This design comes from an exercise in tuning for small area on the open sky130 flow, not from production work. Function was checked by simulation only, so behaviour that the tests miss may differ from the original. Power and IR drop assume default switching activity.

==> design/flow/design.v <==
module musec(input clk, input rb, output buzzer, output [7:0] segs, output [3:0] bits);
	parameter init = 0;
	parameter play = 1;
	reg state;
	reg [32:0] beat_cnt;
	reg [16:0] tone_cnt;
	reg [16:0] tone_value;
	reg buzz;
	reg [16:0] cur;
	reg silence, short, stop;
	reg [7:0] s;
	reg [3:0] b;
	reg [32:0] ctr;
	reg [1:0] st;
	assign buzzer = buzz;
	assign segs = s;
	assign bits = b;
	always @(posedge clk) begin
		ctr = ctr + 1;
		st = ctr[18:17];
		if (st == 2'b00) begin
			s = 8'b00000011;
			b = 4'b0111;
		end
		else if (st == 2'b01) begin
			s = 8'b11100011;
			b = 4'b1011;
		end
		else if (st == 2'b10) begin
			s = 8'b01100001;
			b = 4'b1101;
		end
		else if (st == 2'b11) begin
			s = 8'b01000011;
			b = 4'b1110;
		end
	end
	always @(posedge clk or posedge rb) begin
	if(rb) begin
		state = init;
		buzz=1;
		cur = 0;
		stop = 0;
		end
	else
		case(state)
			init : begin
				silence = 0;
				short = 0;
				beat_cnt = 0;
				tone_cnt = 0;
				buzz = 0;
				state = play;
				if(cur == 0) begin 
					tone_value = 8450;  
				end
				if(cur == 1) begin 
					tone_value = 7595; 
					short = 1;  
				end
				if(cur == 2) begin 
					silence = 1;  
				end
				if(cur == 3) begin 
					tone_value = 7595; 
					short = 1; 
				end
				if(cur == 4) begin 
					tone_value = 8450; 
				end
				if(cur == 5) begin 
					tone_value = 7595; 
					short = 1;  
				end
				if(cur == 6) begin 
					silence = 1;  
				end
				if(cur == 7) begin 
					tone_value = 7595; 
					short = 1; 
				end
				if(cur == 8) begin 
					tone_value = 8450;  
				end
				if(cur == 9) begin 
					tone_value = 7160; 
					short = 1;  
				end
				if(cur == 10) begin 
					silence = 1;  
				end
				if(cur == 11) begin 
					tone_value = 7160; 
					short = 1; 
				end
				if(cur == 12) begin 
					tone_value = 8450;  
				end
				if(cur == 13) begin 
					tone_value = 7160; 
					short = 1;  
				end
				if(cur == 14) begin 
					silence = 1;  
				end
				if(cur == 15) begin 
					tone_value = 7160; 
					short = 1; 
				end
				if(cur == 16) begin 
					tone_value = 8450;  
				end
				if(cur == 17) begin 
					tone_value = 6375; 
					short = 1;  
				end
				if(cur == 18) begin 
					silence = 1;  
				end
				if(cur == 19) begin 
					tone_value = 6375; 
					short = 1; 
				end
				if(cur == 20) begin 
					tone_value = 8450;  
				end
				if(cur == 21) begin 
					tone_value = 6375; 
					short = 1;  
				end
				if(cur == 22) begin 
					silence = 1;  
				end
				if(cur == 23) begin 
					tone_value = 6375; 
					short = 1; 
				end
				if(cur == 24) begin 
					tone_value = 5680; 
					short = 1;  
				end
				if(cur == 25) begin 
					silence = 1;  
				end
				if(cur == 26) begin 
					tone_value = 6375; 
					short = 1;  
				end
				if(cur == 27) begin 
					silence = 1;  
				end
				if(cur == 28) begin 
					tone_value = 7160; 
					short = 1;  
				end
				if(cur == 29) begin 
					silence = 1;  
				end
				if(cur == 30) begin 
					tone_value = 7595; 
					short = 1;  
				end
				if(cur == 31) begin 
					silence = 1; 
					if (!stop) begin 
						cur = 0; 
						stop = 1; 
					end
				end
				if(cur == 32) begin 
					tone_value = 8450;  
				end
				if(cur > 32) begin
					silence = 1;
				end
			end
			play : begin
				if (silence) begin
					beat_cnt = beat_cnt + 1;
					if(beat_cnt == 100000) begin 
						state = init; 
						if (cur <= 32) cur = cur + 1; 
					end
					buzz = 1;
				end
				else if (short) begin
					beat_cnt = beat_cnt + 1;
					if(beat_cnt == 100000) begin 
						state = init; 
						cur = cur + 1; 
					end
					tone_cnt = tone_cnt + 1;
					if(tone_cnt == tone_value) begin
						buzz = ~buzz;
						tone_cnt = 0;
					end
				end
				else begin
					beat_cnt = beat_cnt + 1;
					if (beat_cnt == 400000) begin 
						state = init; 
						cur = cur + 1; 
					end
					tone_cnt = tone_cnt + 1;
					if (tone_cnt == tone_value) begin
						buzz = ~buzz;
						tone_cnt = 0;
					end
				end	
			end
			default : state = init;
		endcase
	end
endmodule
==> design/flow/run.sh <==
#!/bin/bash
# synth_recipe.tcl (not shown) runs the flow's synth.tcl, then flattens the netlist and writes it again
# the make line also repeats each setting of config.mk as NAME=value (left out here)
make -C /OpenROAD-flow-scripts/flow DESIGN_CONFIG=/design/flow/config.mk WORK_HOME=/design/flow/orfs CLKGATE_MAP_FILE= SYNTH_SCRIPT=/design/flow/synth_recipe.tcl finish
==> design/flow/config.mk <==
export PLATFORM = sky130hd
export DESIGN_NAME = musec
export DESIGN_NICKNAME = musec
export VERILOG_FILES = /design/flow/design.v
export SDC_FILE = /design/flow/constraint.sdc
export NUM_CORES = 4
export LEC_CHECK = 0
export CAP_MARGIN = 20
export CORE_MARGIN = 2
export CORE_UTILIZATION = 40
export SLEW_MARGIN = 20
==> design/flow/constraint.sdc <==
create_clock -name core_clock -period 10.0 [get_ports {clk}]
set_input_delay 2.0000 -clock core_clock [delete_from_list [all_inputs] [get_ports {clk}]]
set_output_delay 2.0000 -clock core_clock [all_outputs]
set_load 0.01 [all_outputs]
==> results of run 1 <==
==> cell usage after synthesis, types with 5 or more instances <==
cell type   n
nor2b_1     8
dfrtp_1    19
nand2_1    42
o211ai_1    5
or3_1       7
ha_1       13
xnor2_1    48
nand4_1    19
nor2_1     85
or2_2       6
xor2_1     38
or4_1       6
a21oi_1    13
inv_1      19
and2_1      7
and3_1     13
o21ai_0    13
nor3_1     28
buf_4       6
nor4_1     15
edfxtp_1   63
nand3_1    40
clkbuf_1   17
mux2i_1     5
dfxtp_1    27
==> routing by layer <==
layer  vias up  track usage [%]  share of wire [%]
met1      2208            21.10                 48
met5         -                0                  0
met2        73            24.59                 47
li1       2271                -                  -
met3        14            3.160                3.2
met4         0            5.115                1.5
==> where the power goes <==
group	switching [W]	leakage [nW]	internal, W
Sequential	0.0000182	1.10	0.000492
Clock	0.000190	0.150	0.000181
Combinational	0.0000275	1.15	0.0000184
==> state kept, by name, summed over array words and instances (netlist names) <==
signal and count:
beat_cnt 33, ctr 19, cur 17, tone_cnt 17
tone_value 11, b 4, s 4, buzz 1
short 1, silence 1, state 1, stop 1
==> through the flow <==
step | hold WS (ns) | util [%]
after floorplan | 0.3790 | -
after global placement | 0.3882 | 42.46
after detailed placement | 0.3957 | 42.46
after CTS | 0.4170 | 44.48
after global routing | 0.4427 | 44.49
final | 0.4109 | 44.49
==> logic make-up after synthesis <==
group                    count (synthesis)
XOR/XNOR                                86
adder cells (fa/ha/maj)                 13
AND/OR/NAND/NOR                        304
buffers and inverters                   47
AO/OA/AOI/OAI                           70
other                                    2
flip-flops                             110
multiplexers                             5
==> worst max-delay path, stage by stage, from the launching register on <==
cell and delay (ns):
edfxtp_1 0.51, ha_1 0.33, nand4_2 0.29, or2_2 0.41, nor3_1 0.41, nand4b_1 0.20
a22o_1 0.31, or4_4 0.66, nor4_1 0.34, xor2_1 0.17
==> final timing paths <==
check	startpoint	end	slack (ns)	depth (start not counted)
max	beat_cnt[0]	cur[15]	6.29	9
min	ctr[0]	ctr[0]	0.41	1
max reg2reg	beat_cnt[0]	cur[15]	6.29	9
min reg2reg	ctr[0]	ctr[0]	0.41	1
max in group asynchronous	rb	cur[5]	7.26	2
min in group asynchronous	rb	cur[13]	2.22	2
==> area by class of cell <==
type                       instances  area [sq um]  area share (%)
timing repair buffer              13         122.6           1.813
multi-input combinational        482          3092           45.72
tap                              188         235.2           3.478
inverter                          19         72.57           1.073
clock inverter                     7         81.33           1.203
clock buffer                       9         225.2           3.330
sequential                       110          2934           43.39
==> qor.yml, run 1 <==
pwr_density_cell_nw_per_um2: 137.2
hold_buffers: 0
syn_inst: 637
grt_overflow_total: 0
fp.dieW_um: 128.8
synthArstFlopShare_pct: 18.18
fmax_ghz: 0.2699
run_status: "no timing/DRC/antenna violations"
ir_drop_uv: 80.33
areaGrowthSynthToFinish_pct: 8.578
dr.pass1.iters: 5
detail_route.wl_per_cell_um: 14.92
rsz0062_at_grt: "false"
fill_cells: 1439
tightest_slew_ns: 0.8852
grt_first_pass_wirelength_mm: 20.82
yosysWarningCount: 1
finish.net_count: 650
antenna_found_initial: 0
synth_compound_area_share_pct: 8.015
synthXorXnorAreaFrac_pct: 12.09
cts_setup_buffers: 0
power.total_w: 0.0009277
buffer_ports.inserted: 10
vias: 4566
instances_no_fill: 828
worstPathRequired_ns: 10.29
path_class: "reg -> reg"
cts_resized: 0
clk_pin_slew_ns: 0.08
post-synth-top-area-cell: "edfxtp_1"
fin_skew_ns: 0.01407
final_cell_mix: "nor2_1, edfxtp_1, xnor2_1, nand2_1, nand3_1"
ys_seq_area_share_pct: 47.11
dpl.hpwl_mm: 8.670
synth_top_area_share_pct: 30.37
numCtsBuffers: 9
max_cap_viol_count: 0
stdcell_area_sq_um: 6763
dpl_cell_area_sq_um: 6455
synth_top_family_by_area: "simple AND/OR/NAND/NOR gates"
drt-total-wl_mm: 12.35
grt_max_degree: 54
die_area_sq_um: 16590
clk_latency_ns: 0.36
htree_levels: 3
p_leak_nw: 2.396
yosys.area_share.simple_pct: 25.87
post-route-period-util_pct: 37.05
finalSetupViolations: 0
relSlewSlack_pct: 40.44
yosysUniqueCellTypes: 67
hold_viol_final: 0
drtIter0Drc: 302
tns_ns: 0
slew_violations: 0
ctsLongestPathBuffers: 2
clock-sinks: 110
drive_gt1_share_pct: 6.719
synth_top_cells_by_area: "edfxtp_1, dfxtp_1, dfrtp_1, xnor2_1, xor2_1"
die-height_um: 128.8
coreArea_sq_um: 15200
hold_class: "reg -> reg"
yosys.area_share.adder_pct: 2.611
cts_tree: "built"
start_util_pct: 40.97
crit_fanout: 11
ys.flop_type: "edfxtp_1"
cp.arrival_ns: 3.99
clock-root-buffer: "clkbuf_16"
track_usage_pct: 15.44
grt_pass1_vias: 4225
via_per_inst: 5.514
synth_area_per_cell_sq_um: 9.778
setup_ws_ns: 6.295
synth.area.mux_share_pct: 0.8035
cp-start-kind: "flop"
synth-edff-count: 63
ys_ff_latch: 110
boundaryPins: 15
timing.final.crit_period_ns: 3.705
mostFrequentLayoutCell: "nor2_1"
post-route-drc-count: 0
gp_congestion: 0.8764
post-place-ws_ns: 6.260
synth_area_sq_um: 6228
antennaDiodeCount: 0
rows: 45
place_inst: 812
end_kind: "flop"
ant_nets: 0
==> run 2, diff against run 1 <==
==> design/flow/design.v (replaced) <==
module musec(input clk, input rb, output buzzer, output [7:0] segs, output [3:0] bits);
	reg [16:0] dc;
	reg [1:0] lt;
	wire dz = dc[15:0] == 16'd0;
	wire dtick = dz & ~dc[16];
	always @(posedge clk) begin
		dc <= {dc[15:0], dc[16] ^ dc[13] ^ dz};
		lt <= lt ^ {lt[0] & dtick, dtick};
	end
	assign segs = {~lt[1] & lt[0], lt[1] | lt[0], lt[1] ^ lt[0], 3'b000, ~lt[1] | lt[0], 1'b1};
	assign bits = {lt[1] | lt[0], lt[1] | ~lt[0], ~lt[1] | lt[0], ~lt[1] | ~lt[0]};
	reg st;             
	reg buzz;
	reg [5:0] cur;
	reg stop;
	reg [13:0] tc;      
	reg [5:0] hc;       
	assign buzzer = buzz;
	wire c_lo = ~cur[5] & ~(cur[4] & cur[3]);          
	wire c_hi = ~cur[5] & cur[4] & cur[3];             
	wire c32 = cur[5] & ~cur[0];                       
	wire tlong = c32 | (c_lo & ~cur[1] & ~cur[0]);
	wire tone_lo = c_lo & cur[0];
	wire tone_hi = c_hi & ~cur[0];
	wire t1 = (tone_lo & ~cur[4] & ~cur[3]) | (tone_hi & cur[2] & cur[1]);
	wire t2 = (tone_lo & ~cur[4] & cur[3]) | (tone_hi & cur[2] & ~cur[1]);
	wire t3 = (tone_lo & cur[4] & ~cur[3]) | (tone_hi & ~cur[2] & cur[1]);
	wire t4 = tone_hi & ~cur[2] & ~cur[1];
	wire rest = ~(tlong | tone_lo | tone_hi);
	wire [13:0] ltv = ({14{tlong}} & 14'd7290) | ({14{t1}} & 14'd7088) | ({14{t2}} & 14'd14106) | ({14{t3}} & 14'd12583) | ({14{t4}} & 14'd6708) | ({14{rest}} & 14'd7088);
	wire [13:0] lrm = ({14{tlong}} & 14'd4520) | ({14{t1}} & 14'd3903) | ({14{t2}} & 14'd4997) | ({14{t3}} & 14'd10633) | ({14{t4}} & 14'd2510) | ({14{rest}} & 14'd3903);
	wire [5:0] lh = ({6{tlong}} & 6'd39) | ({6{t1}} & 6'd42) | ({6{t2}} & 6'd42) | ({6{t3}} & 6'd26) | ({6{t4}} & 6'd38) | ({6{rest}} & 6'd42);
	wire ev = tc == 14'd1;
	wire pre = hc == 6'd1;
	wire fin = hc == 6'd2;
	always @(posedge clk) begin
		if (st) begin
			tc <= ltv;
			hc <= lh;
		end else begin
			tc <= ev ? (pre ? lrm : ltv) : {tc[12:0], tc[13] ^ tc[12]};
			if (ev) hc <= {hc[4:0], hc[5] ^ hc[4]};
		end
	end
	always @(posedge clk or posedge rb) begin
		if (rb) begin
			st <= 1'b1;
			buzz <= 1'b1;
			cur <= 6'd0;
			stop <= 1'b0;
		end else if (st) begin
			st <= 1'b0;
			buzz <= 1'b0;
		end else begin
			if (rest) buzz <= 1'b1;
			else if (ev && !fin) buzz <= ~buzz;
			if (ev && fin) begin
				st <= 1'b1;
				if (~cur[5] & (&cur[4:0]) & ~stop) begin
					cur <= 6'd1;
					stop <= 1'b1;
				end else if (~(cur[5] & cur[0]))
					cur <= cur ^ {&cur[4:0], &cur[3:0], &cur[2:0], &cur[1:0], cur[0], 1'b1};
			end
		end
	end
endmodule
==> run 2 against run 1 <==
Compared with the run above:
- first-iteration DRC count decreased by 61%
- die area decreased by 62%
- design area decreased by 64%
- sequential cell count decreased by 62
- setup slack improved by 0.11 ns
- power decreased by 64%
- synthesized cell count decreased by 64%
- register-to-register slack improved by 1.7 ns
- core utilization increased by 0.60 points
- critical path type is now reg -> out
- largest cell class is now sequential cells
==> qor.yml, run 2 <==
run_status: "no timing/DRC/antenna violations"  # unchanged
fmax_ghz: 0.2783  # was 0.2699 GHz
post-route-drc-count: 0  # unchanged
worstPathRequired_ns: 8.00  # was 10.29 ns
grt_max_degree: 31  # was 54
tns_ns: 0  # unchanged
synth_top_cells_by_area: "dfxtp_1, edfxtp_1, dfrtp_1, ha_1, a21oi_1"  # was edfxtp_1, dfxtp_1, dfrtp_1, xnor2_1, xor2_1
antenna_found_initial: 0  # unchanged
clk_pin_slew_ns: 0.10  # was 0.08 ns
drive_gt1_share_pct: 9.914  # was 6.719%
buffer_ports.inserted: 10  # unchanged
fp.dieW_um: 78.89  # was 128.8 um
dpl_cell_area_sq_um: 2357  # was 6455 sq um
slew_violations: 0  # unchanged
clock-sinks: 48  # was 110
drt-total-wl_mm: 4.139  # was 12.35 mm
cts_tree: "built"  # unchanged
rows: 27  # was 45
synth_most_common_cell: "dfxtp_1"  # was nor2_1
ant_nets: 0  # unchanged
dr.pass1.iters: 4  # was 5
dpl.hpwl_mm: 2.873  # was 8.670 mm
p_leak_nw: 1.002  # was 2.396 nW
grt_first_pass_wirelength_mm: 7.065  # was 20.82 mm
clk_latency_ns: 0.31  # was 0.36 ns
track_usage_pct: 14.48  # was 15.44%
ys_top_cells_by_count: "dfxtp_1, inv_1, nor2_1"  # was nor2_1, edfxtp_1, xnor2_1
tightest_slew_ns: 0.7195  # was 0.8852 ns
cp-start-kind: "flop"  # unchanged
fin_skew_ns: 0.01012  # was 0.01407 ns
yosysWarningCount: 1  # unchanged
gp_congestion: 0.8062  # was 0.8764
register_area_sq_um: 1069  # was 2934 sq um
post-route-util_pct: 45.08  # was 44.49%
timing.final.crit_period_ns: 3.593  # was 3.705 ns
post-synth-top-area-cell: "dfxtp_1"  # was edfxtp_1
post-route-period-util_pct: 35.93  # was 37.05%
max_cap_viol_count: 0  # unchanged
cts_resized: 0  # unchanged
relSlewSlack_pct: 51.71  # was 40.44%
via_per_inst: 5.079  # was 5.514
drtIter0Drc: 118  # was 302
yosysUniqueCellTypes: 59  # was 67
detail_route.wl_per_cell_um: 13.62  # was 14.92 um
rsz0062_at_grt: "false"  # unchanged
mostFrequentLayoutCell: "dfxtp_1"  # was nor2_1
path_class: "reg -> out"  # was reg -> reg
pwr_density_cell_nw_per_um2: 134.0  # was 137.2 nW/um^2
ys_ff_latch: 48  # was 110
syn_inst: 227  # was 637
ys_seq_area_share_pct: 47.63  # was 47.11%
synthArstFlopShare_pct: 18.75  # was 18.18%
cp.arrival_ns: 1.59  # was 3.99 ns
ctsLongestPathBuffers: 2  # unchanged
holdPathStages: 0  # was 1
htree_levels: 2  # was 3
largest_reg_flops: 17  # was 33
die_area_sq_um: 6224  # was 16,590 sq um
grt_overflow_total: 0  # unchanged
clock-root-buffer: "clkbuf_8"  # was clkbuf_16
die-height_um: 78.89  # was 128.8 um
start_util_pct: 40.99  # was 40.97%
hold_viol_final: 0  # unchanged
crit_fanout: 4  # was 11
multi_input_area_sq_um: 1035  # was 3092 sq um
finish.net_count: 243  # was 650
hold_buffers: 0  # unchanged
ys.flop_type: "dfxtp_1"  # was edfxtp_1
synth_area_sq_um: 2243  # was 6228 sq um
finalSetupViolations: 0  # unchanged
end_kind: "primary output"  # was flop
ir_drop_uv: 87.47  # was 80.33 uV
stdcell_area_sq_um: 2467  # was 6763 sq um
worst-r2r-cell-count: 7  # was 9
synth_area_per_cell_sq_um: 9.883  # was 9.778 sq um
antennaDiodeCount: 0  # unchanged
coreArea_sq_um: 5473  # was 15,200 sq um
synth-edff-count: 6  # was 63
areaGrowthSynthToFinish_pct: 9.983  # was 8.578%
cts_setup_buffers: 0  # unchanged
boundaryPins: 15  # unchanged
grt_pass1_vias: 1415  # was 4,225
hold_class: "reg -> reg"  # unchanged
vias: 1544  # was 4,566
numCtsBuffers: 5  # was 9
fill_cells: 538  # was 1,439
final_cell_mix: "dfxtp_1, inv_1, nor2_1, a21oi_1, nand2_1"  # was nor2_1, edfxtp_1, xnor2_1, nand2_1, nand3_1
synth_top_area_share_pct: 29.45  # was 30.37%
-- run 2: changes by cell type after synthesis, sizes merged, moves of 12 or more --
cell | previous run | this run
nand3 | 42 | 1
nand2 | 42 | 12
nor3 | 28 | 6
xor2 | 38 | 2
clkbuf | 18 | 4
nor2 | 85 | 15
and3 | 13 | 1
nand4 | 21 | 2
nor4 | 19 | 5
edfxtp | 63 | 6
dfrtp | 19 | 7
xnor2 | 48 | 1
-- run 2: logic make-up (layout without fill, tap and decap cells) --
logic type               after synthesis  count (layout)  share of synthesized area, %
AO/OA/AOI/OAI                         54              54                         16.17
buffers and inverters                 32              35                         6.581
AND/OR/NAND/NOR                       72              72                         19.63
multiplexers                           6               6                         2.900
other                                  2               4                        0.3348
XOR/XNOR                               3               3                         1.171
adder cells (fa/ha/maj)               10              10                         5.577
flip-flops                            48              48                         47.63
-- run 2: worst paths after layout --
path | startpoint | end | slack (ns)
max reg2reg | hc[4] | tc[12] | 7.96
max in group asynchronous | rb | st | 7.75
min reg2reg | dc[10] | dc[11] | 0.35
min in group asynchronous | rb | cur[4] | 1.95
min | dc[10] | dc[11] | 0.35
max | lt[1] | segs[5] | 6.41
-- run 2: worst max-delay path, cell delays in order (launching register included) --
cell and delay, ns:
dfxtp_1 0.40, inv_1 0.08, ha_1 0.28, clkdlybuf4s50_1 0.53
-- run 2: area by class of cell --
cell class,count,area share [%]
sequential,48,43.31
multi-input combinational,149,41.94
timing repair buffer,10,4.057
clock buffer,6,3.803
tap,72,3.651
inverter,17,2.586
clock inverter,2,0.6592
-- run 2: power by group --
part	internal, W	leakage, nW	total [W]	switching (W)
clock	0.0000653	0.0530	0.000134	0.0000687
combinational	0.000000363	0.511	0.00000178	0.00000142
sequential	0.000195	0.439	0.000195	0
total	0.000261	1.00	0.000331	0.0000701
-- run 2: routing by layer --
metal / part of all wire [%] / track usage [%] / vias up
met5: 0 / 0 / -
met4: 1.7 / 5.690 / 0
met3: 2.8 / 3.068 / 8
met2: 43 / 20.77 / 19
met1: 52 / 21.24 / 718
li1: - / - / 799
-- run 2: per-stage QoR --
stage	power (W)	hold WS, ns	worst slack [ns]	std cells
2_1_floorplan	0.0002016	0.3311	7.170	229
3_3_place_gp	0.0002010	0.3377	6.772	296
3_5_place_dp	0.0002011	0.3377	6.745	296
4_1_cts	0.0003345	0.3561	6.394	304
5_1_grt	0.0003418	0.3638	6.304	304
6_report	0.0003307	0.3546	6.407	304

==> what the ideal ports hide <==
Ports are ideal in the flow. The routed layouts listed here were re-timed in OpenROAD.
Step 1, drivers: a clkbuf_16 drives clk and a buf_2 each remaining input, both assumed.
Step 2 times the ports against the registers' clock, not the clock port: input delays grow and output delays shrink by t, the midpoint of the rising clock arrivals with the driver on.
Three values: no drivers, after step 1, after step 2; two values: the first two.
run | shift t [ns] | setup WS [ns] | worst hold slack (ns) | worst slew at a driven data input, ns
run 1 | 0.396 | 6.295 / 6.295 / 6.186 | 0.411 / 0.411 / 0.411 | 0.03
run 2 | 0.329 | 6.407 / 6.379 / 6.708 | 0.355 / 0.355 / 0.355 | 0.03
After both steps every run listed still meets setup and hold. The setup slack of run 1, which loses most, moves by 0.000 ns with the drivers and by -0.109 ns with both steps.
